What follows belongs to an exercise in optimizing a design on an open flow for small area; a production flow would make more cautious choices. Only simulation tests tie the RTL to the original design; equivalence was not proved. Power and IR drop assume default switching activity.

`flow/design.v`:
```
module PluseDection(
    input   clk     ,
    input   in_sig  ,
    output  pos_sig
);
reg in_sig_r;
always @(posedge clk)
    in_sig_r <= in_sig;
assign pos_sig = in_sig & ~in_sig_r;
endmodule
module LineBuf
#(
    parameter       IMAGE_W         =   128
)
(
    input  wire                         InClk            ,
    input  wire                         InEn             ,
    input  wire [7:0]                   InData           ,
    output wire [7:0]                   OutData
);
reg             [8*IMAGE_W-1:0]         rShift               ;
always@(posedge InClk)
begin
    if(InEn)
        rShift<={rShift[8*IMAGE_W-9:0],InData};
end
assign OutData=rShift[8*IMAGE_W-1 -:8];
endmodule
module Matrix
#(
    parameter       IMAGE_W         =   128
)
(
    input  wire                         InClk       ,
    input  wire                         InClr       ,
    input  wire                         InDe        ,
    input  wire [7:0]                   InData      ,
    output wire [9:0]                   OutV        ,    
    output wire [8:0]                   OutH        ,    
    output reg  [9:0]                   OutV2       ,    
    output reg  [8:0]                   OutH1       ,    
    output reg  [8:0]                   OutH2       ,    
    output reg                          OutDe            
);
reg                             rRowOk      ;    
reg             [9:0]           rV1         ;
wire            [7:0]           OutP2       ;    
wire            [7:0]           OutP1       ;    
wire            [7:0]           OutP0       ;    
wire            [7:0]           BufLine1    ;
wire            [7:0]           BufLine2    ;
always@(posedge InClk)
begin
    if(InClr)
        rRowOk<=1'b0;
    else if(OutDe&&!InDe)
        rRowOk<=1'b1;
end
assign OutP0 = InDe           ? InData   : 8'd0;
assign OutP1 = (InDe&&rRowOk) ? BufLine1 : 8'd0;
assign OutP2 = (InDe&&rRowOk) ? BufLine2 : 8'd0;
LineBuf #(.IMAGE_W(IMAGE_W)) u0_LineBuf
(
    .InClk      (InClk      ),
    .InEn       (InDe       ),
    .InData     (InData     ),
    .OutData    (BufLine1   )
);
LineBuf #(.IMAGE_W(IMAGE_W)) u1_LineBuf
(
    .InClk      (InClk      ),
    .InEn       (InDe       ),
    .InData     (OutP1      ),
    .OutData    (BufLine2   )
);
function [11:0] Add;
    input [11:0] a;
    input [11:0] b;
    input        cin;
    reg          c;
    integer      i;
    begin
        c = cin;
        for(i=0;i<12;i=i+1)
        begin
            Add[i] = a[i]^b[i]^c;
            c      = (a[i]&b[i])|(c&(a[i]^b[i]));
        end
    end
endfunction
wire [11:0]         T  = Add({4'd0,OutP2},{3'd0,OutP1,1'b0},1'b0);     
wire [11:0]         VA = Add(T,{4'd0,OutP0},1'b0);                       
wire [11:0]         HA = Add({4'd0,OutP2},~{4'd0,OutP0},1'b1);           
assign OutV = VA[9:0];
assign OutH = HA[8:0];
always@(posedge InClk)
begin
    rV1   <= OutV;
    OutV2 <= rV1;
    OutH1 <= OutH;
    OutH2 <= OutH1;
    OutDe <= InDe;
end
endmodule
module CalCore
(
    input                       InClk       ,
    input       [9:0]           InV         ,
    input       [8:0]           InH         ,
    input       [9:0]           InV2        ,
    input       [8:0]           InH1        ,
    input       [8:0]           InH2        ,
    output reg  [7:0]           OutAbsX     ,
    output reg  [7:0]           OutAbsY     ,
    output reg                  OutSat
);
function [10:0] Add;
    input [10:0] a;
    input [10:0] b;
    input        cin;
    reg          c;
    integer      i;
    begin
        c = cin;
        for(i=0;i<11;i=i+1)
        begin
            Add[i] = a[i]^b[i]^c;
            c      = (a[i]&b[i])|(c&(a[i]^b[i]));
        end
    end
endfunction
wire [10:0]         Gx = Add({1'b0,InV},~{1'b0,InV2},1'b1);
wire [10:0]         W  = Add({{2{InH2[8]}},InH2},{InH1[8],InH1,1'b0},1'b0);
wire [10:0]         Gy = Add(W,{{2{InH[8]}},InH},1'b0);
wire [9:0]          Ax = Gx[9:0] ^ {10{Gx[10]}};
wire [9:0]          Ay = Gy[9:0] ^ {10{Gy[10]}};
always@(posedge InClk)
begin
    OutAbsX <= Ax[7:0];
    OutAbsY <= Ay[7:0];
    OutSat  <= |{Ax[9:8],Ay[9:8]};
end
endmodule
module SquareRoot
(
    input                       InClk       ,
    input       [7:0]           InAbsX      ,
    input       [7:0]           InAbsY      ,
    input                       InSat       ,
    output      [7:0]           OutData
);
wire pp1 = InAbsX[0] & InAbsX[1];
wire pp2 = InAbsX[0] & InAbsX[2];
wire pp3 = InAbsX[0] & InAbsX[3];
wire pp4 = InAbsX[0] & InAbsX[4];
wire pp5 = InAbsX[0] & InAbsX[5];
wire pp6 = InAbsX[0] & InAbsX[6];
wire pp7 = InAbsX[0] & InAbsX[7];
wire pp8 = InAbsX[1] & ~InAbsX[0];
wire pp9 = InAbsX[1] & InAbsX[2];
wire pp10 = InAbsX[1] & InAbsX[3];
wire pp11 = InAbsX[1] & InAbsX[4];
wire pp12 = InAbsX[1] & InAbsX[5];
wire pp13 = InAbsX[1] & InAbsX[6];
wire pp14 = InAbsX[1] & InAbsX[7];
wire pp15 = InAbsX[2] & ~InAbsX[1];
wire pp16 = InAbsX[2] & InAbsX[3];
wire pp17 = InAbsX[2] & InAbsX[4];
wire pp18 = InAbsX[2] & InAbsX[5];
wire pp19 = InAbsX[2] & InAbsX[6];
wire pp20 = InAbsX[2] & InAbsX[7];
wire pp21 = InAbsX[3] & ~InAbsX[2];
wire pp22 = InAbsX[3] & InAbsX[4];
wire pp23 = InAbsX[3] & InAbsX[5];
wire pp24 = InAbsX[3] & InAbsX[6];
wire pp25 = InAbsX[3] & InAbsX[7];
wire pp26 = InAbsX[4] & ~InAbsX[3];
wire pp27 = InAbsX[4] & InAbsX[5];
wire pp28 = InAbsX[4] & InAbsX[6];
wire pp29 = InAbsX[4] & InAbsX[7];
wire pp30 = InAbsX[5] & ~InAbsX[4];
wire pp31 = InAbsX[5] & InAbsX[6];
wire pp32 = InAbsX[5] & InAbsX[7];
wire pp33 = InAbsX[6] & ~InAbsX[5];
wire pp34 = InAbsX[6] & InAbsX[7];
wire pp35 = InAbsX[7] & ~InAbsX[6];
wire pp36 = InAbsY[0] & InAbsY[1];
wire pp37 = InAbsY[0] & InAbsY[2];
wire pp38 = InAbsY[0] & InAbsY[3];
wire pp39 = InAbsY[0] & InAbsY[4];
wire pp40 = InAbsY[0] & InAbsY[5];
wire pp41 = InAbsY[0] & InAbsY[6];
wire pp42 = InAbsY[0] & InAbsY[7];
wire pp43 = InAbsY[1] & ~InAbsY[0];
wire pp44 = InAbsY[1] & InAbsY[2];
wire pp45 = InAbsY[1] & InAbsY[3];
wire pp46 = InAbsY[1] & InAbsY[4];
wire pp47 = InAbsY[1] & InAbsY[5];
wire pp48 = InAbsY[1] & InAbsY[6];
wire pp49 = InAbsY[1] & InAbsY[7];
wire pp50 = InAbsY[2] & ~InAbsY[1];
wire pp51 = InAbsY[2] & InAbsY[3];
wire pp52 = InAbsY[2] & InAbsY[4];
wire pp53 = InAbsY[2] & InAbsY[5];
wire pp54 = InAbsY[2] & InAbsY[6];
wire pp55 = InAbsY[2] & InAbsY[7];
wire pp56 = InAbsY[3] & ~InAbsY[2];
wire pp57 = InAbsY[3] & InAbsY[4];
wire pp58 = InAbsY[3] & InAbsY[5];
wire pp59 = InAbsY[3] & InAbsY[6];
wire pp60 = InAbsY[3] & InAbsY[7];
wire pp61 = InAbsY[4] & ~InAbsY[3];
wire pp62 = InAbsY[4] & InAbsY[5];
wire pp63 = InAbsY[4] & InAbsY[6];
wire pp64 = InAbsY[4] & InAbsY[7];
wire pp65 = InAbsY[5] & ~InAbsY[4];
wire pp66 = InAbsY[5] & InAbsY[6];
wire pp67 = InAbsY[5] & InAbsY[7];
wire pp68 = InAbsY[6] & ~InAbsY[5];
wire pp69 = InAbsY[6] & InAbsY[7];
wire pp70 = InAbsY[7] & ~InAbsY[6];
wire fs71 = pp6 ^ pp12 ^ pp16;
wire fc72 = (pp6 & pp12) | (pp16 & (pp6 | pp12));
wire fs73 = pp7 ^ pp13 ^ pp18;
wire fc74 = (pp7 & pp13) | (pp18 & (pp7 | pp13));
wire hs75 = pp26 ^ pp42;
wire hc76 = pp26 & pp42;
wire fs77 = pp14 ^ pp19 ^ pp22;
wire fc78 = (pp14 & pp19) | (pp22 & (pp14 | pp19));
wire fs79 = pp23 ^ pp49 ^ pp54;
wire fc80 = (pp23 & pp49) | (pp54 & (pp23 | pp49));
wire fs81 = pp20 ^ pp24 ^ pp30;
wire fc82 = (pp20 & pp24) | (pp30 & (pp20 | pp24));
wire hs83 = pp25 ^ pp27;
wire hc84 = pp25 & pp27;
wire fs85 = pp4 ^ pp9 ^ pp10;
wire fc86 = (pp4 & pp9) | (pp10 & (pp4 | pp9));
wire fs87 = pp5 ^ pp11 ^ pp21;
wire fc88 = (pp5 & pp11) | (pp21 & (pp5 | pp11));
wire hs89 = pp40 ^ pp46;
wire hc90 = pp40 & pp46;
wire fs91 = pp17 ^ pp41 ^ pp47;
wire fc92 = (pp17 & pp41) | (pp47 & (pp17 | pp41));
wire fs93 = pp51 ^ pp52 ^ fs71;
wire fc94 = (pp51 & pp52) | (fs71 & (pp51 | pp52));
wire fs95 = pp48 ^ pp53 ^ pp61;
wire fc96 = (pp48 & pp53) | (pp61 & (pp48 | pp53));
wire fs97 = fs73 ^ hs75 ^ fc72;
wire fc98 = (fs73 & hs75) | (fc72 & (fs73 | hs75));
wire fs99 = pp57 ^ pp58 ^ fs77;
wire fc100 = (pp57 & pp58) | (fs77 & (pp57 | pp58));
wire fs101 = fs79 ^ fc74 ^ hc76;
wire fc102 = (fs79 & fc74) | (hc76 & (fs79 | fc74));
wire fs103 = pp55 ^ pp59 ^ pp65;
wire fc104 = (pp55 & pp59) | (pp65 & (pp55 | pp59));
wire fs105 = fs81 ^ fc78 ^ fc80;
wire fc106 = (fs81 & fc78) | (fc80 & (fs81 | fc78));
wire fs107 = pp28 ^ pp60 ^ pp62;
wire fc108 = (pp28 & pp60) | (pp62 & (pp28 | pp60));
wire fs109 = pp63 ^ hs83 ^ fc82;
wire fc110 = (pp63 & hs83) | (fc82 & (pp63 | hs83));
wire fs111 = pp29 ^ pp33 ^ pp64;
wire fc112 = (pp29 & pp33) | (pp64 & (pp29 | pp33));
wire hs113 = pp68 ^ hc84;
wire hc114 = pp68 & hc84;
wire fs115 = pp31 ^ pp32 ^ pp66;
wire fc116 = (pp31 & pp32) | (pp66 & (pp31 | pp32));
wire hs117 = pp1 ^ pp2;
wire hc118 = pp1 & pp2;
wire fs119 = pp3 ^ pp15 ^ pp38;
wire fc120 = (pp3 & pp15) | (pp38 & (pp3 | pp15));
wire fs121 = pp39 ^ pp44 ^ pp45;
wire fc122 = (pp39 & pp44) | (pp45 & (pp39 | pp44));
wire fs123 = pp56 ^ fs87 ^ hs89;
wire fc124 = (pp56 & fs87) | (hs89 & (pp56 | fs87));
wire fs125 = fs91 ^ fs93 ^ fc88;
wire fc126 = (fs91 & fs93) | (fc88 & (fs91 | fs93));
wire fs127 = fs95 ^ fs97 ^ fc92;
wire fc128 = (fs95 & fs97) | (fc92 & (fs95 | fs97));
wire fs129 = fs99 ^ fs101 ^ fc96;
wire fc130 = (fs99 & fs101) | (fc96 & (fs99 | fs101));
wire fs131 = fs103 ^ fs105 ^ fc100;
wire fc132 = (fs103 & fs105) | (fc100 & (fs103 | fs105));
wire fs133 = fs107 ^ fs109 ^ fc104;
wire fc134 = (fs107 & fs109) | (fc104 & (fs107 | fs109));
wire fs135 = fs111 ^ hs113 ^ fc108;
wire fc136 = (fs111 & hs113) | (fc108 & (fs111 | hs113));
wire fs137 = pp67 ^ fs115 ^ fc112;
wire fc138 = (pp67 & fs115) | (fc112 & (pp67 | fs115));
wire hs139 = pp35 ^ pp70;
wire hc140 = pp35 & pp70;
wire hs141 = pp36 ^ pp37;
wire hc142 = pp36 & pp37;
wire fs143 = pp50 ^ fs119 ^ hc118;
wire fc144 = (pp50 & fs119) | (hc118 & (pp50 | fs119));
wire fs145 = fs85 ^ fs121 ^ fc120;
wire fc146 = (fs85 & fs121) | (fc120 & (fs85 | fs121));
wire fs147 = fc86 ^ fs123 ^ fc122;
wire fc148 = (fc86 & fs123) | (fc122 & (fc86 | fs123));
wire fs149 = hc90 ^ fs125 ^ fc124;
wire fc150 = (hc90 & fs125) | (fc124 & (hc90 | fs125));
wire fs151 = fc94 ^ fs127 ^ fc126;
wire fc152 = (fc94 & fs127) | (fc126 & (fc94 | fs127));
wire fs153 = fc98 ^ fs129 ^ fc128;
wire fc154 = (fc98 & fs129) | (fc128 & (fc98 | fs129));
wire fs155 = fc102 ^ fs131 ^ fc130;
wire fc156 = (fc102 & fs131) | (fc130 & (fc102 | fs131));
wire fs157 = fc106 ^ fs133 ^ fc132;
wire fc158 = (fc106 & fs133) | (fc132 & (fc106 | fs133));
wire fs159 = fc110 ^ fs135 ^ fc134;
wire fc160 = (fc110 & fs135) | (fc134 & (fc110 | fs135));
wire fs161 = hc114 ^ fs137 ^ fc136;
wire fc162 = (hc114 & fs137) | (fc136 & (hc114 | fs137));
wire fs163 = fc116 ^ hs139 ^ fc138;
wire fc164 = (fc116 & hs139) | (fc138 & (fc116 | hs139));
wire fs165 = pp34 ^ pp69 ^ hc140;
wire fc166 = (pp34 & pp69) | (hc140 & (pp34 | pp69));
wire [16:0] RowA = {fc166,fs165,fs163,fs161,fs159,fs157,fs155,fs153,fs151,fs149,fs147,fs145,fs143,hs117,pp8,1'b0,InAbsX[0]};
wire [16:0] RowB = {1'b0,fc164,fc162,fc160,fc158,fc156,fc154,fc152,fc150,fc148,fc146,fc144,hc142,hs141,pp43,1'b0,InAbsY[0]};
wire [16:0] Sum;
assign Sum[0] = RowA[0] ^ RowB[0] ^ 1'b0;
wire rc167 = (RowA[0] & RowB[0]) | (1'b0 & (RowA[0] | RowB[0]));
assign Sum[1] = RowA[1] ^ RowB[1] ^ rc167;
wire rc168 = (RowA[1] & RowB[1]) | (rc167 & (RowA[1] | RowB[1]));
assign Sum[2] = RowA[2] ^ RowB[2] ^ rc168;
wire rc169 = (RowA[2] & RowB[2]) | (rc168 & (RowA[2] | RowB[2]));
assign Sum[3] = RowA[3] ^ RowB[3] ^ rc169;
wire rc170 = (RowA[3] & RowB[3]) | (rc169 & (RowA[3] | RowB[3]));
assign Sum[4] = RowA[4] ^ RowB[4] ^ rc170;
wire rc171 = (RowA[4] & RowB[4]) | (rc170 & (RowA[4] | RowB[4]));
assign Sum[5] = RowA[5] ^ RowB[5] ^ rc171;
wire rc172 = (RowA[5] & RowB[5]) | (rc171 & (RowA[5] | RowB[5]));
assign Sum[6] = RowA[6] ^ RowB[6] ^ rc172;
wire rc173 = (RowA[6] & RowB[6]) | (rc172 & (RowA[6] | RowB[6]));
assign Sum[7] = RowA[7] ^ RowB[7] ^ rc173;
wire rc174 = (RowA[7] & RowB[7]) | (rc173 & (RowA[7] | RowB[7]));
assign Sum[8] = RowA[8] ^ RowB[8] ^ rc174;
wire rc175 = (RowA[8] & RowB[8]) | (rc174 & (RowA[8] | RowB[8]));
assign Sum[9] = RowA[9] ^ RowB[9] ^ rc175;
wire rc176 = (RowA[9] & RowB[9]) | (rc175 & (RowA[9] | RowB[9]));
assign Sum[10] = RowA[10] ^ RowB[10] ^ rc176;
wire rc177 = (RowA[10] & RowB[10]) | (rc176 & (RowA[10] | RowB[10]));
assign Sum[11] = RowA[11] ^ RowB[11] ^ rc177;
wire rc178 = (RowA[11] & RowB[11]) | (rc177 & (RowA[11] | RowB[11]));
assign Sum[12] = RowA[12] ^ RowB[12] ^ rc178;
wire rc179 = (RowA[12] & RowB[12]) | (rc178 & (RowA[12] | RowB[12]));
assign Sum[13] = RowA[13] ^ RowB[13] ^ rc179;
wire rc180 = (RowA[13] & RowB[13]) | (rc179 & (RowA[13] | RowB[13]));
assign Sum[14] = RowA[14] ^ RowB[14] ^ rc180;
wire rc181 = (RowA[14] & RowB[14]) | (rc180 & (RowA[14] | RowB[14]));
assign Sum[15] = RowA[15] ^ RowB[15] ^ rc181;
wire rc182 = (RowA[15] & RowB[15]) | (rc181 & (RowA[15] | RowB[15]));
assign Sum[16] = RowA[16] ^ RowB[16] ^ rc182;
wire rc183 = (RowA[16] & RowB[16]) | (rc182 & (RowA[16] | RowB[16]));
wire [15:0] Rad0 = Sum[15:0];
wire [2:0] Part184 = {1'b0,Rad0[15:14]};
wire [1:0] NTrial185 = 2'b10;
wire [2:0] Diff186;
assign Diff186[0] = Part184[0] ^ NTrial185[0] ^ 1'b1;
wire bc187 = (Part184[0] & NTrial185[0]) | (1'b1 & (Part184[0] | NTrial185[0]));
assign Diff186[1] = Part184[1] ^ NTrial185[1] ^ bc187;
wire bc188 = (Part184[1] & NTrial185[1]) | (bc187 & (Part184[1] | NTrial185[1]));
assign Diff186[2] = Part184[2] ^ 1'b1 ^ bc188;
wire Ge189 = ~Diff186[2];
wire [1:0] Rem190 = Ge189 ? Diff186[1:0] : Part184[1:0];
wire [0:0] NRoot191 = Diff186[2];
wire [13:0] Rad192 = Rad0[13:0];
wire [3:0] Part193 = {Rem190,Rad192[13:12]};
wire [2:0] NTrial194 = {NRoot191,2'b10};
wire [3:0] Diff195;
assign Diff195[0] = Part193[0] ^ NTrial194[0] ^ 1'b1;
wire bc196 = (Part193[0] & NTrial194[0]) | (1'b1 & (Part193[0] | NTrial194[0]));
assign Diff195[1] = Part193[1] ^ NTrial194[1] ^ bc196;
wire bc197 = (Part193[1] & NTrial194[1]) | (bc196 & (Part193[1] | NTrial194[1]));
assign Diff195[2] = Part193[2] ^ NTrial194[2] ^ bc197;
wire bc198 = (Part193[2] & NTrial194[2]) | (bc197 & (Part193[2] | NTrial194[2]));
assign Diff195[3] = Part193[3] ^ 1'b1 ^ bc198;
wire Ge199 = ~Diff195[3];
wire [2:0] Rem200 = Ge199 ? Diff195[2:0] : Part193[2:0];
wire [1:0] NRoot201 = {NRoot191,Diff195[3]};
wire [11:0] Rad202 = Rad192[11:0];
reg [11:0] rS2_Rad; 
reg [2:0] rS2_Rem;
reg [1:0] rS2_Root;
reg rS2_Sat;
always@(posedge InClk)
begin
    rS2_Rad <= Rad202;
    rS2_Rem <= Rem200;
    rS2_Root <= NRoot201;
    rS2_Sat <= (InSat | Sum[16]);
end
wire [4:0] Part203 = {rS2_Rem,rS2_Rad[11:10]};
wire [3:0] NTrial204 = {rS2_Root,2'b10};
wire [4:0] Diff205;
assign Diff205[0] = Part203[0] ^ NTrial204[0] ^ 1'b1;
wire bc206 = (Part203[0] & NTrial204[0]) | (1'b1 & (Part203[0] | NTrial204[0]));
assign Diff205[1] = Part203[1] ^ NTrial204[1] ^ bc206;
wire bc207 = (Part203[1] & NTrial204[1]) | (bc206 & (Part203[1] | NTrial204[1]));
assign Diff205[2] = Part203[2] ^ NTrial204[2] ^ bc207;
wire bc208 = (Part203[2] & NTrial204[2]) | (bc207 & (Part203[2] | NTrial204[2]));
assign Diff205[3] = Part203[3] ^ NTrial204[3] ^ bc208;
wire bc209 = (Part203[3] & NTrial204[3]) | (bc208 & (Part203[3] | NTrial204[3]));
assign Diff205[4] = Part203[4] ^ 1'b1 ^ bc209;
wire Ge210 = ~Diff205[4];
wire [3:0] Rem211 = Ge210 ? Diff205[3:0] : Part203[3:0];
wire [2:0] NRoot212 = {rS2_Root,Diff205[4]};
wire [9:0] Rad213 = rS2_Rad[9:0];
wire [5:0] Part214 = {Rem211,Rad213[9:8]};
wire [4:0] NTrial215 = {NRoot212,2'b10};
wire [5:0] Diff216;
assign Diff216[0] = Part214[0] ^ NTrial215[0] ^ 1'b1;
wire bc217 = (Part214[0] & NTrial215[0]) | (1'b1 & (Part214[0] | NTrial215[0]));
assign Diff216[1] = Part214[1] ^ NTrial215[1] ^ bc217;
wire bc218 = (Part214[1] & NTrial215[1]) | (bc217 & (Part214[1] | NTrial215[1]));
assign Diff216[2] = Part214[2] ^ NTrial215[2] ^ bc218;
wire bc219 = (Part214[2] & NTrial215[2]) | (bc218 & (Part214[2] | NTrial215[2]));
assign Diff216[3] = Part214[3] ^ NTrial215[3] ^ bc219;
wire bc220 = (Part214[3] & NTrial215[3]) | (bc219 & (Part214[3] | NTrial215[3]));
assign Diff216[4] = Part214[4] ^ NTrial215[4] ^ bc220;
wire bc221 = (Part214[4] & NTrial215[4]) | (bc220 & (Part214[4] | NTrial215[4]));
assign Diff216[5] = Part214[5] ^ 1'b1 ^ bc221;
wire Ge222 = ~Diff216[5];
wire [4:0] Rem223 = Ge222 ? Diff216[4:0] : Part214[4:0];
wire [3:0] NRoot224 = {NRoot212,Diff216[5]};
wire [7:0] Rad225 = Rad213[7:0];
wire [6:0] Part226 = {Rem223,Rad225[7:6]};
wire [5:0] NTrial227 = {NRoot224,2'b10};
wire [6:0] Diff228;
assign Diff228[0] = Part226[0] ^ NTrial227[0] ^ 1'b1;
wire bc229 = (Part226[0] & NTrial227[0]) | (1'b1 & (Part226[0] | NTrial227[0]));
assign Diff228[1] = Part226[1] ^ NTrial227[1] ^ bc229;
wire bc230 = (Part226[1] & NTrial227[1]) | (bc229 & (Part226[1] | NTrial227[1]));
assign Diff228[2] = Part226[2] ^ NTrial227[2] ^ bc230;
wire bc231 = (Part226[2] & NTrial227[2]) | (bc230 & (Part226[2] | NTrial227[2]));
assign Diff228[3] = Part226[3] ^ NTrial227[3] ^ bc231;
wire bc232 = (Part226[3] & NTrial227[3]) | (bc231 & (Part226[3] | NTrial227[3]));
assign Diff228[4] = Part226[4] ^ NTrial227[4] ^ bc232;
wire bc233 = (Part226[4] & NTrial227[4]) | (bc232 & (Part226[4] | NTrial227[4]));
assign Diff228[5] = Part226[5] ^ NTrial227[5] ^ bc233;
wire bc234 = (Part226[5] & NTrial227[5]) | (bc233 & (Part226[5] | NTrial227[5]));
assign Diff228[6] = Part226[6] ^ 1'b1 ^ bc234;
wire Ge235 = ~Diff228[6];
wire [5:0] Rem236 = Ge235 ? Diff228[5:0] : Part226[5:0];
wire [4:0] NRoot237 = {NRoot224,Diff228[6]};
wire [5:0] Rad238 = Rad225[5:0];
wire [7:0] Part239 = {Rem236,Rad238[5:4]};
wire [6:0] NTrial240 = {NRoot237,2'b10};
wire [7:0] Diff241;
assign Diff241[0] = Part239[0] ^ NTrial240[0] ^ 1'b1;
wire bc242 = (Part239[0] & NTrial240[0]) | (1'b1 & (Part239[0] | NTrial240[0]));
assign Diff241[1] = Part239[1] ^ NTrial240[1] ^ bc242;
wire bc243 = (Part239[1] & NTrial240[1]) | (bc242 & (Part239[1] | NTrial240[1]));
assign Diff241[2] = Part239[2] ^ NTrial240[2] ^ bc243;
wire bc244 = (Part239[2] & NTrial240[2]) | (bc243 & (Part239[2] | NTrial240[2]));
assign Diff241[3] = Part239[3] ^ NTrial240[3] ^ bc244;
wire bc245 = (Part239[3] & NTrial240[3]) | (bc244 & (Part239[3] | NTrial240[3]));
assign Diff241[4] = Part239[4] ^ NTrial240[4] ^ bc245;
wire bc246 = (Part239[4] & NTrial240[4]) | (bc245 & (Part239[4] | NTrial240[4]));
assign Diff241[5] = Part239[5] ^ NTrial240[5] ^ bc246;
wire bc247 = (Part239[5] & NTrial240[5]) | (bc246 & (Part239[5] | NTrial240[5]));
assign Diff241[6] = Part239[6] ^ NTrial240[6] ^ bc247;
wire bc248 = (Part239[6] & NTrial240[6]) | (bc247 & (Part239[6] | NTrial240[6]));
assign Diff241[7] = Part239[7] ^ 1'b1 ^ bc248;
wire Ge249 = ~Diff241[7];
wire [6:0] Rem250 = Ge249 ? Diff241[6:0] : Part239[6:0];
wire [5:0] NRoot251 = {NRoot237,Diff241[7]};
wire [3:0] Rad252 = Rad238[3:0];
reg [3:0] rS6_Rad; 
reg [6:0] rS6_Rem;
reg [5:0] rS6_Root;
reg rS6_Sat;
always@(posedge InClk)
begin
    rS6_Rad <= Rad252;
    rS6_Rem <= Rem250;
    rS6_Root <= NRoot251;
    rS6_Sat <= rS2_Sat;
end
wire [8:0] Part253 = {rS6_Rem,rS6_Rad[3:2]};
wire [7:0] NTrial254 = {rS6_Root,2'b10};
wire [8:0] Diff255;
assign Diff255[0] = Part253[0] ^ NTrial254[0] ^ 1'b1;
wire bc256 = (Part253[0] & NTrial254[0]) | (1'b1 & (Part253[0] | NTrial254[0]));
assign Diff255[1] = Part253[1] ^ NTrial254[1] ^ bc256;
wire bc257 = (Part253[1] & NTrial254[1]) | (bc256 & (Part253[1] | NTrial254[1]));
assign Diff255[2] = Part253[2] ^ NTrial254[2] ^ bc257;
wire bc258 = (Part253[2] & NTrial254[2]) | (bc257 & (Part253[2] | NTrial254[2]));
assign Diff255[3] = Part253[3] ^ NTrial254[3] ^ bc258;
wire bc259 = (Part253[3] & NTrial254[3]) | (bc258 & (Part253[3] | NTrial254[3]));
assign Diff255[4] = Part253[4] ^ NTrial254[4] ^ bc259;
wire bc260 = (Part253[4] & NTrial254[4]) | (bc259 & (Part253[4] | NTrial254[4]));
assign Diff255[5] = Part253[5] ^ NTrial254[5] ^ bc260;
wire bc261 = (Part253[5] & NTrial254[5]) | (bc260 & (Part253[5] | NTrial254[5]));
assign Diff255[6] = Part253[6] ^ NTrial254[6] ^ bc261;
wire bc262 = (Part253[6] & NTrial254[6]) | (bc261 & (Part253[6] | NTrial254[6]));
assign Diff255[7] = Part253[7] ^ NTrial254[7] ^ bc262;
wire bc263 = (Part253[7] & NTrial254[7]) | (bc262 & (Part253[7] | NTrial254[7]));
assign Diff255[8] = Part253[8] ^ 1'b1 ^ bc263;
wire Ge264 = ~Diff255[8];
wire [7:0] Rem265 = Ge264 ? Diff255[7:0] : Part253[7:0];
wire [6:0] NRoot266 = {rS6_Root,Diff255[8]};
wire [1:0] Rad267 = rS6_Rad[1:0];
wire [9:0] Part268 = {Rem265,Rad267[1:0]};
wire [8:0] NTrial269 = {NRoot266,2'b10};
wire [9:0] Diff270;
assign Diff270[0] = Part268[0] ^ NTrial269[0] ^ 1'b1;
wire bc271 = (Part268[0] & NTrial269[0]) | (1'b1 & (Part268[0] | NTrial269[0]));
assign Diff270[1] = Part268[1] ^ NTrial269[1] ^ bc271;
wire bc272 = (Part268[1] & NTrial269[1]) | (bc271 & (Part268[1] | NTrial269[1]));
assign Diff270[2] = Part268[2] ^ NTrial269[2] ^ bc272;
wire bc273 = (Part268[2] & NTrial269[2]) | (bc272 & (Part268[2] | NTrial269[2]));
assign Diff270[3] = Part268[3] ^ NTrial269[3] ^ bc273;
wire bc274 = (Part268[3] & NTrial269[3]) | (bc273 & (Part268[3] | NTrial269[3]));
assign Diff270[4] = Part268[4] ^ NTrial269[4] ^ bc274;
wire bc275 = (Part268[4] & NTrial269[4]) | (bc274 & (Part268[4] | NTrial269[4]));
assign Diff270[5] = Part268[5] ^ NTrial269[5] ^ bc275;
wire bc276 = (Part268[5] & NTrial269[5]) | (bc275 & (Part268[5] | NTrial269[5]));
assign Diff270[6] = Part268[6] ^ NTrial269[6] ^ bc276;
wire bc277 = (Part268[6] & NTrial269[6]) | (bc276 & (Part268[6] | NTrial269[6]));
assign Diff270[7] = Part268[7] ^ NTrial269[7] ^ bc277;
wire bc278 = (Part268[7] & NTrial269[7]) | (bc277 & (Part268[7] | NTrial269[7]));
assign Diff270[8] = Part268[8] ^ NTrial269[8] ^ bc278;
wire bc279 = (Part268[8] & NTrial269[8]) | (bc278 & (Part268[8] | NTrial269[8]));
assign Diff270[9] = Part268[9] ^ 1'b1 ^ bc279;
wire Ge280 = ~Diff270[9];
wire [7:0] NRoot281 = {NRoot266,Diff270[9]};
assign OutData = rS6_Sat ? 8'hff : ~NRoot281;
endmodule
module Sobel
#(
    parameter IMAGE_W   =   128  ,
    parameter IMAGE_H   =   480  ,
    parameter IMAGE_DW  =   8
)
(
    input                           InVideoClk  ,
    input                           InVideoVs   ,
    input                           InVideoDe   ,
    input   [IMAGE_DW -1 :0]        InVideoData ,
    output                          OutVideoVs  ,
    output                          OutVideoDe  ,
    output  [IMAGE_DW -1 :0]        OutVideoData
);
wire                PosVs       ;
wire    [9:0]       V           ;
wire    [8:0]       H           ;
wire    [9:0]       V2          ;
wire    [8:0]       H1          ;
wire    [8:0]       H2          ;
wire                De1         ;
wire    [7:0]       AbsX        ;
wire    [7:0]       AbsY        ;
wire                Sat         ;
reg     [1:0]       rDe         ;
PluseDection PluseDection
(
    .clk        (InVideoClk ),
    .in_sig     (InVideoVs  ),
    .pos_sig    (PosVs      )
);
Matrix #(.IMAGE_W(IMAGE_W)) u_Matrix
(
    .InClk      (InVideoClk ),
    .InClr      (PosVs      ),
    .InDe       (InVideoDe  ),
    .InData     (InVideoData),
    .OutV       (V          ),
    .OutH       (H          ),
    .OutV2      (V2         ),
    .OutH1      (H1         ),
    .OutH2      (H2         ),
    .OutDe      (De1        )
);
CalCore u_CalCore
(
    .InClk      (InVideoClk ),
    .InV        (V          ),
    .InH        (H          ),
    .InV2       (V2         ),
    .InH1       (H1         ),
    .InH2       (H2         ),
    .OutAbsX    (AbsX       ),
    .OutAbsY    (AbsY       ),
    .OutSat     (Sat        )
);
SquareRoot u_SquareRoot
(
    .InClk      (InVideoClk ),
    .InAbsX     (AbsX       ),
    .InAbsY     (AbsY       ),
    .InSat      (Sat        ),
    .OutData    (OutVideoData)
);
always@(posedge InVideoClk)
begin
    rDe <= {rDe[0],De1};
end
assign OutVideoVs = InVideoVs;
assign OutVideoDe = rDe[1];
endmodule
```
`flow/flow/run.sh`:
```
#!/bin/bash
# The standard layout (standard.sh, unchanged), with two changes:
# - after the standard synthesis, flow/invopt.py moves inverters around the
#   full-adder cells (a full adder fed the complements of its inputs gives
#   the complements of its outputs), which removes inverters; registers and
#   all other cells stay as the standard synthesis made them;
# - the buffers on the input and output ports are the smallest buffer,
#   sky130_fd_sc_hd__buf_1, instead of a delay buffer;
# - after global routing, gates off the critical paths are downsized
#   (ORFS RECOVER_POWER).
# Each step's full log is in orfs/logs/; the other tools' output goes to
# standard_synth.log, invopt.log and standard.log.
set -euo pipefail
R=orfs/results/sky130hd/Sobel/base
bash standard.sh synth > standard_synth.log 2>&1
cp $R/1_2_yosys.v $R/1_2_yosys.standard.v
python3 flow/invopt.py $R/1_2_yosys.standard.v $R/1_2_yosys.v > invopt.log 2>&1
touch $R/1_2_yosys.v
bash standard.sh "BUFFER_PORTS_ARGS=-buffer_cell sky130_fd_sc_hd__buf_1" RECOVER_POWER=100 finish > standard.log 2>&1
```
`flow/flow/invopt.py`:
```
#!/usr/bin/env python3
"""Moves inverters around the full adders of a flat Yosys netlist.

A full adder with all three inputs inverted gives both outputs inverted, so
each sky130_fd_sc_hd__fa_1 may be 'flipped': fed the complements of its
inputs, with its outputs then carrying complements. This picks flips that
lower the number of inverters (one sky130_fd_sc_hd__inv_1 per net whose
complement is needed), by greedy local search. Registers and every other
cell are left as they are.

usage: invopt.py IN.v OUT.v
"""
import re, sys, random

src = open(sys.argv[1]).read()
cell_re = re.compile(r'^  (sky130_fd_sc_hd__\w+) (\S+)\s+\((.*?)\n  \);\n', re.S | re.M)
pin_re = re.compile(r'\.(\w+)\((.*?)\)(?:,|\s*$)', re.S)
OUTS = {'X', 'Y', 'Q', 'Q_N', 'SUM', 'COUT', 'HI', 'LO'}

cells = []
for m in cell_re.finditer(src):
    typ, name, body = m.group(1), m.group(2), m.group(3)
    pins = []
    for pm in pin_re.finditer(body):
        pins.append([pm.group(1), pm.group(2).strip()])
    cells.append({'typ': typ, 'name': name, 'pins': pins, 'span': m.span()})

# output ports
ports = set()
for m in re.finditer(r'^\s*output\s+(\[\d+:\d+\]\s+)?(\S+);', src, re.M):
    rng, n = m.group(1), m.group(2)
    if rng:
        a, b = map(int, re.findall(r'\d+', rng))
        for i in range(min(a, b), max(a, b) + 1):
            ports.add('%s[%d]' % (n, i))
    else:
        ports.add(n)

driver = {}
for c in cells:
    for p, n in c['pins']:
        if p in OUTS:
            driver[n] = (c, p)

def is_inv(c):
    return c['typ'] == 'sky130_fd_sc_hd__inv_1'

# removable inverters: output not a port
def inv_in(c):
    return dict(c['pins'])['A']
def inv_out(c):
    return dict(c['pins'])['Y']

removable = [c for c in cells if is_inv(c) and inv_out(c) not in ports]
rem_out = {inv_out(c): c for c in removable}

def base(net):
    """(base net, phase) of a net, following removable inverters."""
    ph = 0
    while net in rem_out:
        net = inv_in(rem_out[net]); ph ^= 1
    return net, ph

fas = [c for c in cells if c['typ'] == 'sky130_fd_sc_hd__fa_1']
fa_idx = {id(c): i for i, c in enumerate(fas)}
# requirements: list of (consumer, pin index, base net, phase, fa index or None)
reqs = []
for c in cells:
    if is_inv(c) and c in removable:
        continue
    fi = fa_idx.get(id(c))
    for k, (p, n) in enumerate(c['pins']):
        if p in OUTS:
            continue
        if n.startswith("1'") or n == '':
            continue
        b, ph = base(n)
        reqs.append((c, k, b, ph, fi))
# port nets that are driven by a removable inverter: need phase
port_reqs = []
for n in ports:
    if n in rem_out:
        port_reqs.append((n,) + base(n))

# base nets driven by FA outputs
out_fa = {}
for i, c in enumerate(fas):
    for p, n in c['pins']:
        if p in OUTS:
            out_fa[n] = i

by_net = {}
for r in reqs:
    by_net.setdefault(r[2], []).append(r)
for pr in port_reqs:
    by_net.setdefault(pr[1], []).append(('port', pr[0], pr[1], pr[2], None))

flip = [0] * len(fas)

def net_cost(b):
    phys = flip[out_fa[b]] if b in out_fa else 0
    need = set()
    for r in by_net.get(b, []):
        want = r[3] ^ (flip[r[4]] if r[4] is not None else 0)
        need.add(want ^ phys)
    return 1 if 1 in need else 0

fa_nets = []
for i, c in enumerate(fas):
    ns = set()
    for p, n in c['pins']:
        if p in OUTS:
            ns.add(n)
        else:
            ns.add(base(n)[0])
    fa_nets.append(ns)

all_nets = set(by_net) | set(out_fa)
def total():
    return sum(net_cost(b) for b in all_nets)

start = total()

def greedy(seed):
    rnd = random.Random(seed)
    for i in range(len(flip)):
        flip[i] = 0
    order = list(range(len(fas)))
    for it in range(100):
        improved = False
        rnd.shuffle(order)
        for i in order:
            before = sum(net_cost(b) for b in fa_nets[i])
            flip[i] ^= 1
            after = sum(net_cost(b) for b in fa_nets[i])
            if after < before:
                improved = True
            elif after == before and rnd.random() < 0.5:
                pass
            else:
                flip[i] ^= 1
        if not improved and it > 20:
            break
    return total(), list(flip)

best = None
for seed in range(40):
    t, f = greedy(seed)
    if best is None or t < best[0]:
        best = (t, f)
flip[:] = best[1]
end = total()
sys.stderr.write('inverters: %d removable of %d; needed before %d, after %d; flipped %d of %d full adders\n'
                 % (len(removable), sum(1 for c in cells if is_inv(c)), start, end, sum(flip), len(fas)))

# rewrite
newinv = {}
newcells = []
def inv_of(b):
    if b not in newinv:
        k = len(newinv)
        newinv[b] = ('_invopt_%d_' % k, '_invopt_n%d_' % k)
    return newinv[b][1]

def phys_net(b, want):
    phys = flip[out_fa[b]] if b in out_fa else 0
    return b if (want ^ phys) == 0 else inv_of(b)

for r in reqs:
    c, k, b, ph, fi = r
    want = ph ^ (flip[fi] if fi is not None else 0)
    c['pins'][k][1] = phys_net(b, want)
port_assign = []
for pr in port_reqs:
    n, b, ph = pr
    port_assign.append((n, phys_net(b, ph)))

def esc(n):
    return n + ' ' if n.startswith('\\') else n

out = []
pos = 0
removed = set(id(c) for c in removable)
for c in cells:
    s, e = c['span']
    out.append(src[pos:s])
    pos = e
    if id(c) in removed:
        continue
    if c['typ'] == 'sky130_fd_sc_hd__inv_1' or True:
        body = ',\n'.join('    .%s(%s)' % (p, esc(n)) for p, n in c['pins'])
        out.append('  %s %s (\n%s\n  );\n' % (c['typ'], esc(c['name']), body))
rest = src[pos:]
add = []
for b, (cn, nn) in newinv.items():
    add.append('  sky130_fd_sc_hd__inv_1 %s (\n    .A(%s),\n    .Y(%s)\n  );\n' % (cn, esc(b), nn))
for n, pn in port_assign:
    # a port that was an inverter's output: keep it driven by an inverter
    add.append('  sky130_fd_sc_hd__buf_1 _invopt_port_%d_ (\n    .A(%s),\n    .X(%s)\n  );\n' % (len(add), esc(pn), esc(n)))
decl = ''.join('  wire %s;\n' % nn for cn, nn in newinv.values())
text = ''.join(out)
# wire declarations after the module header's last declaration
i = text.index('\n  sky130_fd_sc_hd__')
text = text[:i + 1] + decl + text[i + 1:]
text = text + rest.replace('endmodule', ''.join(add) + 'endmodule', 1)
open(sys.argv[2], 'w').write(text)
```
`flow/standard.sh`:
```
#!/bin/bash
# synth_recipe.tcl (not shown) runs the flow's synth.tcl, then flattens the netlist and writes it again
# the make line also repeats each setting of config.mk as NAME=value (left out here)
make -C /OpenROAD-flow-scripts/flow DESIGN_CONFIG=/design/flow/config.mk WORK_HOME=/design/flow/orfs CLKGATE_MAP_FILE= SYNTH_SCRIPT=/design/flow/synth_recipe.tcl "${@:-finish}"
```
`flow/config.mk`:
```
export PLATFORM = sky130hd
export DESIGN_NAME = Sobel
export DESIGN_NICKNAME = Sobel
export VERILOG_FILES = /design/flow/design.v
export SDC_FILE = /design/flow/constraint.sdc
export NUM_CORES = 4
export LEC_CHECK = 0
export CAP_MARGIN = 20
export CORE_MARGIN = 2
export CORE_UTILIZATION = 60
export CTS_BUF_LIST = sky130_fd_sc_hd__clkbuf_16
export CTS_CLUSTER_DIAMETER = 100
export CTS_CLUSTER_SIZE = 32
export SLEW_MARGIN = 20
```
`flow/constraint.sdc`:
```
create_clock -name core_clock -period 8.0 [get_ports {InVideoClk}]
set_input_delay 1.6000 -clock core_clock [delete_from_list [all_inputs] [get_ports {InVideoClk}]]
set_output_delay 1.6000 -clock core_clock [all_outputs]
set_load 0.01 [all_outputs]
```
==> flow_metrics.env, run 1 <==
export IMPL_clock_sinks=2144
export IMPL_firstDrtPassIters=5
export IMPL_antenna_found_initial=2
export IMPL_so_faults="max-capacitance violations, max-slew violations"
export IMPL_status="complete, but fails checks"
export IMPL_dpl_cell_area_um2=69970
export IMPL_antenna_cells=0
export IMPL_path_delay_family="adder cells"
export IMPL_cts_root_buf="clkbuf_16"
export IMPL_cts_path_max_buffers=3
export IMPL_area_delta_synth_final_pct=6.370
export IMPL_slew_headroom_pct=-217.0
export IMPL_setup_violations_final=0
export IMPL_postLayoutCellArea_um2=72140
export IMPL_path_clk_slew_ps=110
export IMPL_critPathBufInv=6
export IMPL_final_core_util_pct=64.22
export IMPL_cellPowerDensity_nw_per_um2=373.6
export IMPL_hold_depth=0
export IMPL_start_kind="flop"
export IMPL_max_slew_worst_pin_slew_ps=4755
export IMPL_fin_skew_ps=37.33
export IMPL_worst_path_most_repeated_cell="fa_1"
export IMPL_grt_pass1_vias=21800
export IMPL_final_cells=4253
export IMPL_cp_depth=30
export IMPL_crit_path_end_kind="flop"
export IMPL_max_clock_freq_mhz=132.5
export IMPL_min_period_ps=7545
export IMPL_nNetsFinal=2885
export IMPL_min_period_over_period_pct=94.31
export IMPL_vias_per_cell=5.251
export IMPL_dieArea_um2=115700
export IMPL_gp_congestion=0.8068
export IMPL_hpwl_mm=37.87
export IMPL_chipHeight_um=340.2
export IMPL_avgSynthCellArea_um2=26.00
export IMPL_io_pins=21
export IMPL_mappedNetlistNets=2760
export IMPL_hold_path_class="flop to flop"
export IMPL_rows=123
export IMPL_hold_violations=0
export IMPL_peakVddDrop_v=0.0009653
export IMPL_drc=0
export IMPL_wirelength_mm=78.31
export IMPL_maxSlewViolCount=1431
export IMPL_insertion_delay_ps=710
export IMPL_cp_arrival_ps=8140
export IMPL_yosys_warnings=6
export IMPL_coreArea_um2=112300
export IMPL_cpPeakStageDelay_ps=500
export IMPL_start_util_pct=60.37
export IMPL_worstPathMaxFanout=8
export IMPL_grt_start_max_net_pins=213
export IMPL_cts_tree="yes"
export IMPL_overflow=0
export IMPL_cts_max_level=3
export IMPL_cap_violations=15
export IMPL_wire_per_inst_um=18.41
export IMPL_vias=22330
export IMPL_worstSetupPathType="flop to flop"
export IMPL_rsz0062_at_grt="false"
export IMPL_drt_iter0_markers=2195
export IMPL_cellLeakagePower_nw=24.24
export IMPL_syn_inst=2609
export IMPL_numCtsBuffers=77
export IMPL_crit_required_ps=8600
export IMPL_syn_area_um2=67820
export IMPL_grt_use_total_pct=13.46
export IMPL_grt_pass1_wl_mm=123.1
export IMPL_critPathSlowestCell="fa_1"
export IMPL_port_buffers=20
export IMPL_timing_reg2reg_worst_path_depth=30
export IMPL_antenna_left=0
export IMPL_dp_cells=4147
export IMPL_drive_above_1_share_pct=4.541
export IMPL_die_w_um=340.2
==> timing repair <==
action | in CTS | in global routing
pin swaps | 0 | 4
cloned | 0 | 1
setup buffers | 0 | 6
resized for setup | 1 | 8
hold buffers | 0 | 0
endpoints found under the setup margin | 2 | 9
==> routing by layer <==
layer	GRT usage, %	share of wire, %	up-vias
met5	0	0	-
met4	4.314	2.6	0
met3	2.078	2.8	126
met2	18.05	42	257
met1	23.04	53	11780
li1	-	-	10170
==> area by class of cell <==
type                    instances  area (um^2)
clock buffers                  78         1952
flip-flops and latches       2144        63420
repair buffers                 52        271.5
clock inverters                20        202.7
multi-input cells             359         4043
well taps                    1500         1877
fillers                      7282        40200
inverters                     100        377.9
==> sequential cells by signal, summed over array words and instances (netlist names), 7 cells and up <==
register,cells
u_CalCore.OutAbsX,8
u_Matrix.rV1,10
u_Matrix.OutH1,9
u_Matrix.u1_LineBuf.rShift,1024
u_SquareRoot.rS2_Rad,12
u_Matrix.OutH2,9
u_Matrix.OutV2,10
u_CalCore.OutAbsY,8
u_Matrix.u0_LineBuf.rShift,1024
u_SquareRoot.rS6_Rem,7
==> power breakdown <==
part,switching (mW),internal [mW]
combinational,4.39,4.00
sequential,0.384,13.4
clock,2.96,1.84
total,7.73,19.2
==> stage by stage <==
step	total power, mW	TNS (ps)	setup slack, ps	hold slack [ps]
6_report	26.95	0	455.0	338.2
4_1_cts	26.84	0	54.64	336.0
3_5_place_dp	21.98	-34.34	-17.18	312.1
2_1_floorplan	20.17	0	427.8	309.6
3_3_place_gp	21.60	0	601.4	312.2
5_1_grt	28.78	0	108.9	344.9
==> worst paths after layout <==
check | startpoint | endpoint | slack [ps]
setup reg to reg | u_SquareRoot.rS2_Rad[10] | u_SquareRoot.rS6_Rem[5] | 450
hold reg to reg | u_Matrix.rV1[3] | u_Matrix.OutV2[3] | 340
setup / recovery | u_SquareRoot.rS2_Rad[10] | u_SquareRoot.rS6_Rem[5] | 450
hold / removal | u_Matrix.rV1[3] | u_Matrix.OutV2[3] | 340
==> cells in the final DEF, fill, tap and decap left out, types with 3 or more instances in the layout <==
| cell | count |
|---|---|
| nor2b_1 | 10 |
| clkbuf_16 | 78 |
| mux2i_1 | 9 |
| edfxtp_1 | 2048 |
| nor2_1 | 11 |
| inv_1 | 109 |
| clkinv_8 | 3 |
| xnor2_1 | 24 |
| and2_1 | 31 |
| buf_1 | 13 |
| dfxtp_1 | 96 |
| nand2b_1 | 15 |
| clkbuf_2 | 9 |
| xor2_1 | 5 |
| a21oi_1 | 6 |
| o21ai_0 | 16 |
| buf_4 | 11 |
| and2_0 | 3 |
| nand2_1 | 62 |
| ha_1 | 23 |
| o22ai_1 | 4 |
| fa_1 | 115 |
| xor2_4 | 3 |
| clkbuf_1 | 16 |
==> inputs of run 2 (changes only) <==
==> flow/flow/run.sh (replaced) <==
#!/bin/bash
# The standard layout (standard.sh, unchanged), with two changes:
# - after the standard synthesis, flow/invopt.py moves inverters around the
#   full-adder cells (a full adder fed the complements of its inputs gives
#   the complements of its outputs), which removes inverters; registers and
#   all other cells stay as the standard synthesis made them;
# - the buffers on the input and output ports are the smallest buffer,
#   sky130_fd_sc_hd__buf_1, instead of a delay buffer.
# Each step's full log is in orfs/logs/; the other tools' output goes to
# standard_synth.log, invopt.log and standard.log.
set -euo pipefail
R=orfs/results/sky130hd/Sobel/base
bash standard.sh synth > standard_synth.log 2>&1
cp $R/1_2_yosys.v $R/1_2_yosys.standard.v
python3 flow/invopt.py $R/1_2_yosys.standard.v $R/1_2_yosys.v > invopt.log 2>&1
touch $R/1_2_yosys.v
bash standard.sh "BUFFER_PORTS_ARGS=-buffer_cell sky130_fd_sc_hd__buf_1" finish > standard.log 2>&1
--- a/flow/config.mk
+++ b/flow/config.mk
@@ -11,4 +11,5 @@
 export CTS_BUF_LIST = sky130_fd_sc_hd__clkbuf_16
 export CTS_CLUSTER_DIAMETER = 100
 export CTS_CLUSTER_SIZE = 32
+export GPL_TIMING_DRIVEN = 0
 export SLEW_MARGIN = 20
==> run 2 against run 1 <==
The run now finishes clean; fmax decreased by 1.7%; global-route usage decreased by 0.055 points; first-iteration DRC count decreased by 6.8%; die area unchanged; critical path type is now primary input to flop; highest routed layer unchanged.
==> flow_metrics.env, run 2 <==
export IMPL_dpl_worst_slack_ps=-2147
export IMPL_rows=123
export IMPL_antenna_found_initial=2
export IMPL_worst_path_most_repeated_cell="fa_1"
export IMPL_drt_iter0_markers=2045
export IMPL_grt_start_max_net_pins=46
export IMPL_avgSynthCellArea_um2=26.00
export IMPL_numCtsBuffers=77
export IMPL_io_pins=21
export IMPL_firstDrtPassIters=5
export IMPL_slew_headroom_pct=42.93
export IMPL_fill_cells=7107
export IMPL_nNetsFinal=2925
export IMPL_largest_registers="u_Matrix.u0_LineBuf.rShift (1024), u_Matrix.u1_LineBuf.rShift (1024), u_SquareRoot.rS2_Rad (12)"
export IMPL_cts_tree="yes"
export IMPL_maxSlewViolCount=0
export IMPL_status="no timing/DRC/antenna violations"
export IMPL_worstSetupPathType="primary input to flop"
export IMPL_postLayoutCellArea_um2=73390
export IMPL_hpwl_mm=39.94
export IMPL_yosys_warnings=6
export IMPL_clock_sinks=2144
export IMPL_hold_violations=0
export IMPL_chipHeight_um=340.2
export IMPL_worstHoldStart="u_Matrix.rV1[9]"
export IMPL_vias=22480
export IMPL_die_w_um=340.2
export IMPL_worstHoldEndpoint="u_Matrix.OutV2[9]"
export IMPL_start_util_pct=60.37
export IMPL_fin_skew_ps=23.36
export IMPL_fin_hold_ws_ps=340.9
export IMPL_critPathSlowestCell="fa_1"
export IMPL_max_slew_worst_pin_slew_ps=847.1
export IMPL_total_power_mw=27.33
export IMPL_crit_path_end_kind="flop"
export IMPL_area_delta_synth_final_pct=8.211
export IMPL_port_buffers=20
export IMPL_peakVddDrop_v=0.0008702
export IMPL_path_delay_family="adder cells"
export IMPL_hold_depth=0
export IMPL_wirelength_mm=77.16
export IMPL_cap_violations=0
export IMPL_worstPathMaxFanout=45
export IMPL_coreArea_um2=112300
export IMPL_antenna_left=0
export IMPL_r2r_start="u_SquareRoot.rS2_Rad[10]"
export IMPL_cts_root_buf="clkbuf_16"
export IMPL_grt_pass1_vias=21990
export IMPL_setup_violations_final=0
export IMPL_cts_path_max_buffers=3
export IMPL_cellPowerDensity_nw_per_um2=372.4
export IMPL_wire_per_inst_um=17.99
export IMPL_grt_pass1_wl_mm=123.4
export IMPL_rsz0062_at_grt="false"
export IMPL_reg2reg_to="u_SquareRoot.rS6_Rem[1]"
export IMPL_max_clock_freq_mhz=130.3
export IMPL_insertion_delay_ps=680
export IMPL_crit_required_ps=8580
export IMPL_final_cells=4289
export IMPL_grt_use_total_pct=13.40
export IMPL_min_period_ps=7676
export IMPL_mostFrequentLayoutCells="2048 x edfxtp_1, 116 x fa_1, 106 x inv_1"
export IMPL_reg2reg_setup_slack_ps=400
export IMPL_dp_cells=4191
export IMPL_overflow=0
export IMPL_drive_above_1_share_pct=6.131
export IMPL_start_kind="primary input"
export IMPL_syn_area_um2=67820
export IMPL_cellLeakagePower_nw=24.82
export IMPL_syn_inst=2609
export IMPL_cts_max_level=3
export IMPL_critPathBufInv=8
export IMPL_mappedNetlistNets=2760
export IMPL_final_common_cell="edfxtp_1"
export IMPL_hold_path_class="flop to flop"
export IMPL_timing_reg2reg_worst_path_depth=29
export IMPL_min_period_over_period_pct=95.95
export IMPL_cp_arrival_ps=8260
export IMPL_cpPeakStageDelay_ps=520
export IMPL_drc=0
export IMPL_dieArea_um2=115700
export IMPL_fin_ws_ps=323.7
export IMPL_gp_congestion=0.7419
export IMPL_antenna_cells=0
export IMPL_dpl_cell_area_um2=71090
export IMPL_path_clk_slew_ps=120
export IMPL_vias_per_cell=5.240
run 2: changes by cell type in the layout (fill, tap and decap cells not counted), moves of 6 or more:
cell,change
clkbuf_2,-9
buf_4,-7
buf_16,+10
buf_1,+6
buf_12,+50
clkbuf_1,-13
run 2: worst max-delay path by stage:
| stage | from | to | slack [ps] | depth (start not counted) |
|---|---|---|---|---|
| floorplan | InVideoDe | u_CalCore.OutSat | 430 | 21 |
| global placement | InVideoDe | u_CalCore.OutSat | -71620 | 22 |
| detailed placement | InVideoDe | u_CalCore.OutSat | -2150 | 28 |
| CTS | InVideoDe | u_CalCore.OutSat | 30 | 27 |
| global route | InVideoDe | u_CalCore.OutSat | 0.7 | 23 |
| finish | InVideoDe | u_CalCore.OutSat | 320 | 25 |
run 2: layout make-up:
type | count | area (um^2) | share of cell area [%]
repair buffers | 88 | 1524 | 2.076
flip-flops and latches | 2144 | 63420 | 86.41
inverters | 100 | 377.9 | 0.5148
multi-input cells | 358 | 4041 | 5.506
clock inverters | 15 | 148.9 | 0.2029
well taps | 1500 | 1877 | 2.557
plain buffers | 5 | 26.28 | 0.03580
clock buffers | 79 | 1977 | 2.694
run 2: metrics by stage:
stage,setup TNS [ps],utilization (%)
final,0,65.33
after global routing,0,65.33
after CTS,0,65.28
after detailed placement,-30440,63.27
after global placement,-,62.11
after floorplan,0,-
run 2: worst register-to-register path: cells and delay by family (launching register included):
kind	cells	cell delay, ps
xor+xnor	4	1150
mux	1	180
flops	1	360
compound gates	3	740
fa+ha+maj	12	4260
buf+inv	6	560
simple gates	3	290
run 2: repair_timing:
action	4_1_cts	5_1_grt
hold buffers	0	0
pin swaps	1	2
gates resized for setup	9	4
setup endpoints to repair	17	25
endpoints found under the hold margin	0	0
setup buffers	1	3
gates cloned	3	1
run 2: where the power goes:
| group | internal, mW | switching, mW | total, mW |
|---|---|---|---|
| Combinational | 4.27 | 4.59 | 8.85 |
| Clock | 1.85 | 2.90 | 4.75 |
| Sequential | 13.3 | 0.378 | 13.7 |
| Total | 19.5 | 7.87 | 27.3 |
run 2: layer usage:
layer  wire length, um  track usage, %
met5                 0               0
met4              1737           3.671
met3              1997           2.212
met2             32300           18.38
met1             41120           22.73
==> inputs of run 3 (changes only) <==
--- a/flow/config.mk
+++ b/flow/config.mk
@@ -11,5 +11,5 @@
 export CTS_BUF_LIST = sky130_fd_sc_hd__clkbuf_16
 export CTS_CLUSTER_DIAMETER = 100
 export CTS_CLUSTER_SIZE = 32
-export GPL_TIMING_DRIVEN = 0
+export PLACE_DENSITY = 0.75
 export SLEW_MARGIN = 20
==> run 3 against run 2 <==
Still clean on timing, DRC and antenna; clock skew grew 12 ps; sequential power is essentially flat; register-to-register slack lost 60 ps; count of clock-buffer cells in the layout grew 2; fmax shrank 1.3%; combinational power grew 2.9%; first-iteration DRC count grew 5.3%; critical path depth shrank 8; setup slack lost 100 ps; sequential cell count is the same.
==> flow_metrics.env, run 3 <==
export IMPL_vias_per_cell=5.334
export IMPL_hold_buffers=0
export IMPL_gp_congestion=0.8005
export IMPL_max_clock_freq_mhz=128.5
export IMPL_p_seq_share_pct=49.6
export IMPL_min_period_over_period_pct=97.25
export IMPL_postLayoutCellArea_um2=72410
export IMPL_drive_above_1_share_pct=5.090
export IMPL_finalSetupTns_ps=0
export IMPL_port_buffers=20
export IMPL_status="no timing/DRC/antenna violations"
export IMPL_cts_root_buf="clkbuf_16"
export IMPL_worstSetupPathType="flop to output pin"
export IMPL_final_cells=4270
export IMPL_cellLeakagePower_nw=24.42
export IMPL_clock_sinks=2144
export IMPL_min_period_ps=7780
export IMPL_grt_use_total_pct=15.24
export IMPL_cts_max_level=3
export IMPL_cts_path_max_buffers=3
export IMPL_cpPeakStageDelay_ps=570
export IMPL_crit_required_ps=6400
export IMPL_rows=123
export IMPL_critPathSlowestCell="fa_1"
export IMPL_start_kind="flop"
export IMPL_drt_iter0_markers=2153
export IMPL_grt_start_max_net_pins=202
export IMPL_grt_pass1_vias=22680
export IMPL_coreArea_um2=112300
export IMPL_drc=0
export IMPL_nNetsFinal=2889
export IMPL_dp_cells=4149
export IMPL_firstDrtPassIters=7
export IMPL_hold_path_class="flop to flop"
export IMPL_rsz0062_at_grt="false"
export IMPL_cp_cell_sequence="inv_1 > ha_1 > fa_1 > fa_1 > fa_1 > fa_1 > fa_1 > fa_1 > xor2_4 > a211oi_1 > a211o_1 > maj3_1 > a221oi_1 > o22ai_1 > xnor2_1 > nand2b_1 > buf_1"
export IMPL_hpwl_mm=42.00
export IMPL_numCtsBuffers=78
export IMPL_mappedNetlistNets=2760
export IMPL_mostFrequentLayoutCells="2048 x edfxtp_1, 120 x inv_1, 116 x fa_1"
export IMPL_hold_violations=0
export IMPL_avgSynthCellArea_um2=26.00
export IMPL_slew_headroom_pct=30.85
export IMPL_p_sw_share_pct=29.48
export IMPL_maxSlewViolCount=0
export IMPL_path_clk_slew_ps=120
export IMPL_antenna_left=0
export IMPL_final_common_cell="edfxtp_1"
export IMPL_chipHeight_um=340.2
export IMPL_vias=22780
export IMPL_dieArea_um2=115700
export IMPL_dpl_worst_slack_ps=-29.49
export IMPL_wire_per_inst_um=20.77
export IMPL_io_pins=21
export IMPL_overflow=0
export IMPL_worstPathMaxFanout=6
export IMPL_power_switching_mw=8.197
export IMPL_cp_arrival_ps=6180
export IMPL_syn_inst=2609
export IMPL_largest_registers="u_Matrix.u0_LineBuf.rShift (1024), u_Matrix.u1_LineBuf.rShift (1024), u_SquareRoot.rS2_Rad (12)"
export IMPL_yosys_warnings=6
export IMPL_clock_power_share_pct=17.7
export IMPL_setup_violations_final=0
export IMPL_syn_area_um2=67820
export IMPL_worst_path_most_repeated_cell="fa_1"
export IMPL_peakVddDrop_v=0.001011
export IMPL_die_w_um=340.2
export IMPL_insertion_delay_ps=710
export IMPL_antenna_cells=0
export IMPL_max_slew_worst_pin_slew_ps=1037
export IMPL_cap_violations=0
export IMPL_cts_tree="yes"
export IMPL_fin_ws_ps=220.3
export IMPL_wirelength_mm=88.70
export IMPL_grt_pass1_wl_mm=134.6
export IMPL_internal_power_mw=19.61
export IMPL_start_util_pct=60.37
export IMPL_antenna_found_initial=1
export IMPL_cellPowerDensity_nw_per_um2=384.1
export IMPL_crit_path_end_kind="output pin"
export IMPL_area_delta_synth_final_pct=6.756
export IMPL_power_combinational_fraction_pct=32.8
export IMPL_dpl_cell_area_um2=69960
export IMPL_fin_skew_ps=35.34
-- run 3: cell types whose count changed in the layout (fill, tap and decap cells not counted), moves of 2 or more --
| cell | delta |
|---|---|
| clkinv_16 | +2 |
| a21oi_2 | +2 |
| inv_1 | +14 |
| buf_12 | -50 |
| buf_16 | -9 |
| inv_16 | +2 |
| a21oi_1 | -2 |
| buf_4 | +24 |
| bufbuf_16 | -3 |
| buf_6 | +4 |
| clkbuf_1 | -3 |
-- run 3: metrics by stage --
stage,utilization [%],hold slack (ps),power (mW)
6_report,64.45,331.1,27.81
5_1_grt,64.45,346.8,29.49
4_1_cts,64.32,340.0,27.34
3_5_place_dp,62.28,312.1,22.35
3_3_place_gp,62.28,311.0,21.64
2_1_floorplan,-,309.6,20.17
-- run 3: final cells by class --
class,instances,area (um^2)
Clock buffer,81,2027
Tap cell,1500,1877
Multi-Input combinational cell,359,4063
Clock inverter,31,247.7
Inverter,100,377.9
Fill cell,6911,39940
Sequential cell,2144,63420
Timing Repair Buffer,55,392.9
-- run 3: what timing repair did --
action / 4_1_cts / 5_1_grt
gates cloned: 0 / 1
pin swaps: 0 / 4
setup buffers: 0 / 7
endpoints found under the setup margin: 3 / 9
resized for setup: 2 / 6
-- run 3: per-layer routing --
metal / GRT usage (%) / wire length, um
met5: 0 / 0
met4: 4.066 / 1851
met3: 1.938 / 2945
met2: 24.13 / 42410
met1: 23.09 / 41490
-- run 3: critical path, delay by kind of cell (launching register included) --
kind	cells	cell delay (ps)
fa+ha+maj	8	3560
xor+xnor	2	450
buf+inv	2	190
flops	1	370
simple gates	1	90
compound gates	4	840
-- run 3: path summary, 6_finish.rpt --
kind	from	to	slack, ps	cells after the start
max	u_SquareRoot.rS6_Rad[2]	OutVideoData[0]	220	17
min	u_Matrix.rV1[1]	u_Matrix.OutV2[1]	330	0
max reg2reg	u_SquareRoot.rS2_Rad[10]	u_SquareRoot.rS6_Rem[4]	340	28
min reg2reg	u_Matrix.rV1[1]	u_Matrix.OutV2[1]	330	0
-- run 3: power groups by stage --
stage	clock [mW]	sequential, mW	combinational [mW]
floorplan	0	13.8	6.37
global placement	0	14.0	7.66
detailed placement	0	14.0	8.36
CTS	5.13	13.8	8.42
global route	5.42	13.9	10.2
finish	4.91	13.8	9.11
==> inputs of run 4 (changes only) <==
--- a/flow/config.mk
+++ b/flow/config.mk
@@ -11,5 +11,4 @@
 export CTS_BUF_LIST = sky130_fd_sc_hd__clkbuf_16
 export CTS_CLUSTER_DIAMETER = 100
 export CTS_CLUSTER_SIZE = 32
-export PLACE_DENSITY = 0.75
 export SLEW_MARGIN = 20
==> run 4 against run 3 <==
Still clean; count of clock-buffer cells in the layout shrank 3; power is 2.1% lower; non-clock buffer count down 3; sequential cell count is the same; sequential power about the same; fmax rose by 3.1%; setup slack better by 240 ps; die area did not move; clock skew rose by 0.65 ps; critical path type unchanged; largest power group unchanged.
==> flow_metrics.env, run 4 <==
export IMPL_grt_pass1_wl_mm=123.1
export IMPL_hold_violations=0
export IMPL_cts_path_max_buffers=3
export IMPL_start_kind="flop"
export IMPL_rows=123
export IMPL_vias_per_cell=5.243
export IMPL_coreArea_um2=112300
export IMPL_drc=0
export IMPL_hold_path_class="flop to flop"
export IMPL_yosys_warnings=6
export IMPL_use_met3_pct=2.078
export IMPL_wire_per_inst_um=18.42
export IMPL_cts_tree="yes"
export IMPL_critPathSlowestCell="fa_1"
export IMPL_antenna_left=0
export IMPL_cp_arrival_ps=5940
export IMPL_drive_above_1_share_pct=4.976
export IMPL_maxSlewViolCount=0
export IMPL_worstPathMaxFanout=15
export IMPL_min_period_over_period_pct=94.30
export IMPL_dpl_worst_slack_ps=-17.18
export IMPL_max_slew_worst_pin_slew_ps=1097
export IMPL_cap_violations=0
export IMPL_final_common_cell="edfxtp_1"
export IMPL_area_delta_synth_final_pct=6.564
export IMPL_syn_area_um2=67820
export IMPL_grt_use_total_pct=13.46
export IMPL_cellLeakagePower_nw=24.32
export IMPL_cts_root_buf="clkbuf_16"
export IMPL_worst_path_most_repeated_cell="fa_1"
export IMPL_wirelength_mm=78.34
export IMPL_use_met1_pct=23.04
export IMPL_avgSynthCellArea_um2=26.00
export IMPL_grt_start_max_net_pins=213
export IMPL_use_met2_pct=18.05
export IMPL_die_w_um=340.2
export IMPL_mappedNetlistNets=2760
export IMPL_nNetsFinal=2885
export IMPL_grt_pass1_vias=21800
export IMPL_syn_inst=2609
export IMPL_hpwl_mm=37.87
export IMPL_antenna_cells=0
export IMPL_insertion_delay_ps=710
export IMPL_drt_iter0_markers=2164
export IMPL_rsz0062_at_grt="false"
export IMPL_chipHeight_um=340.2
export IMPL_antenna_found_initial=2
export IMPL_critPathBufInv=2
export IMPL_worstSetupPathType="flop to output pin"
export IMPL_path_clk_slew_ps=110
export IMPL_top_usage_layer="met1"
export IMPL_firstDrtPassIters=5
export IMPL_gp_congestion=0.8068
export IMPL_path_delay_family="adder cells"
export IMPL_io_pins=21
export IMPL_cp_cell_sequence="inv_1 > ha_1 > fa_1 > fa_1 > fa_1 > fa_1 > fa_1 > fa_1 > xor2_4 > a211oi_1 > a211o_1 > maj3_1 > a221oi_1 > o22ai_1 > xnor2_1 > nand2b_1 > buf_1"
export IMPL_vias=22300
export IMPL_start_util_pct=60.37
export IMPL_max_clock_freq_mhz=132.6
export IMPL_largest_registers="u_Matrix.u0_LineBuf.rShift (1024), u_Matrix.u1_LineBuf.rShift (1024), u_SquareRoot.rS2_Rad (12)"
export IMPL_dieArea_um2=115700
export IMPL_slew_headroom_pct=26.90
export IMPL_cellPowerDensity_nw_per_um2=376.6
export IMPL_postLayoutCellArea_um2=72280
export IMPL_mostFrequentLayoutCells="2048 x edfxtp_1, 115 x fa_1, 109 x inv_1"
export IMPL_clock_sinks=2144
export IMPL_port_buffers=20
export IMPL_crit_required_ps=6400
export IMPL_min_period_ps=7544
export IMPL_dpl_cell_area_um2=69970
export IMPL_cts_max_level=3
export IMPL_cpPeakStageDelay_ps=520
export IMPL_crit_path_end_kind="output pin"
export IMPL_numCtsBuffers=77
export IMPL_fin_ws_ps=455.9
export IMPL_overflow=0
export IMPL_fin_skew_ps=35.99
export IMPL_status="no timing/DRC/antenna violations"
export IMPL_setup_violations_final=0
export IMPL_peakVddDrop_v=0.0009870
run 4: changes by cell type in the layout (fill, tap and decap cells not counted), sizes merged:
| cell | previous run | this run |
|---|---|---|
| inv | 126 | 115 |
| buf | 54 | 51 |
| clkbuf | 82 | 79 |
| bufinv | 0 | 1 |
| clkinv | 5 | 4 |
| xnor2 | 24 | 25 |
| xor2 | 10 | 9 |
run 4: final cells by class:
cell class / count / area [um^2]
Clock buffer: 78 / 1952
Fill cell: 7256 / 40070
Clock inverter: 20 / 202.7
Tap cell: 1500 / 1877
Inverter: 100 / 377.9
Sequential cell: 2144 / 63420
Multi-Input combinational cell: 359 / 4065
Timing Repair Buffer: 52 / 380.4
run 4: per-stage QoR:
step	utilization [%]	power [mW]	hold slack [ps]	instances	setup TNS, ps
2_1_floorplan	-	20.17	309.6	2609	0
3_3_place_gp	62.29	21.60	312.2	4147	0
3_5_place_dp	62.29	21.98	312.1	4147	-34.34
4_1_cts	64.21	26.84	336.0	4245	0
5_1_grt	64.33	29.06	344.9	4253	0
6_report	64.33	27.22	338.2	4253	0
run 4: repair_timing:
item                       in CTS  in global routing
resized for setup               1                  8
hold endpoints to repair        0                  0
setup endpoints to repair       2                  9
setup buffers                   0                  6
hold buffers                    0                  0
cloned                          0                  1
pin swaps                       0                  4
run 4: final timing paths:
kind / start / end / slack, ps / depth (start not counted)
worst min-delay path: u_Matrix.rV1[4] / u_Matrix.OutV2[4] / 340 / 0
worst min register to register: u_Matrix.rV1[4] / u_Matrix.OutV2[4] / 340 / 0
worst max-delay path: u_SquareRoot.rS6_Rad[2] / OutVideoData[0] / 460 / 17
worst max register to register: u_SquareRoot.rS2_Rad[10] / u_SquareRoot.rS6_Rem[5] / 470 / 31
run 4: metal layers:
metal  share of wire, %  routed length [um]
met4                2.6                2049
met3                2.8                2225
met2                 42               32670
met1                 53               41400
met5                  0                   0
run 4: power breakdown:
group / leakage, nW / internal, mW / total, mW / switching (mW)
Combinational: 2.36 / 4.25 / 8.68 / 4.43
Clock: 1.10 / 1.84 / 4.80 / 2.96
Sequential: 20.9 / 13.4 / 13.7 / 0.384

re-timing with driven ports:
Ports are ideal in the flow. The routed layouts listed here were re-timed in OpenROAD. Step 1 sets driving cells, clkbuf_16 on the clock port and buf_2 on the other inputs (assumed; they add their load-dependent delay and slew). Step 2 also shifts input and output timing later by t, the mid clock arrival at the registers, as if the neighbouring blocks saw the same clock. a / b / c = no drivers / after step 1 / after step 2; a / b = the first two.
run	t (ns)	setup WS [ns]
run 1	0.762	0.455 / 0.389 / -0.277
run 2	0.743	0.324 / 0.363 / -0.380
run 3	0.747	0.220 / 0.155 / 0.341
run 4	0.761	0.456 / 0.384 / 0.471
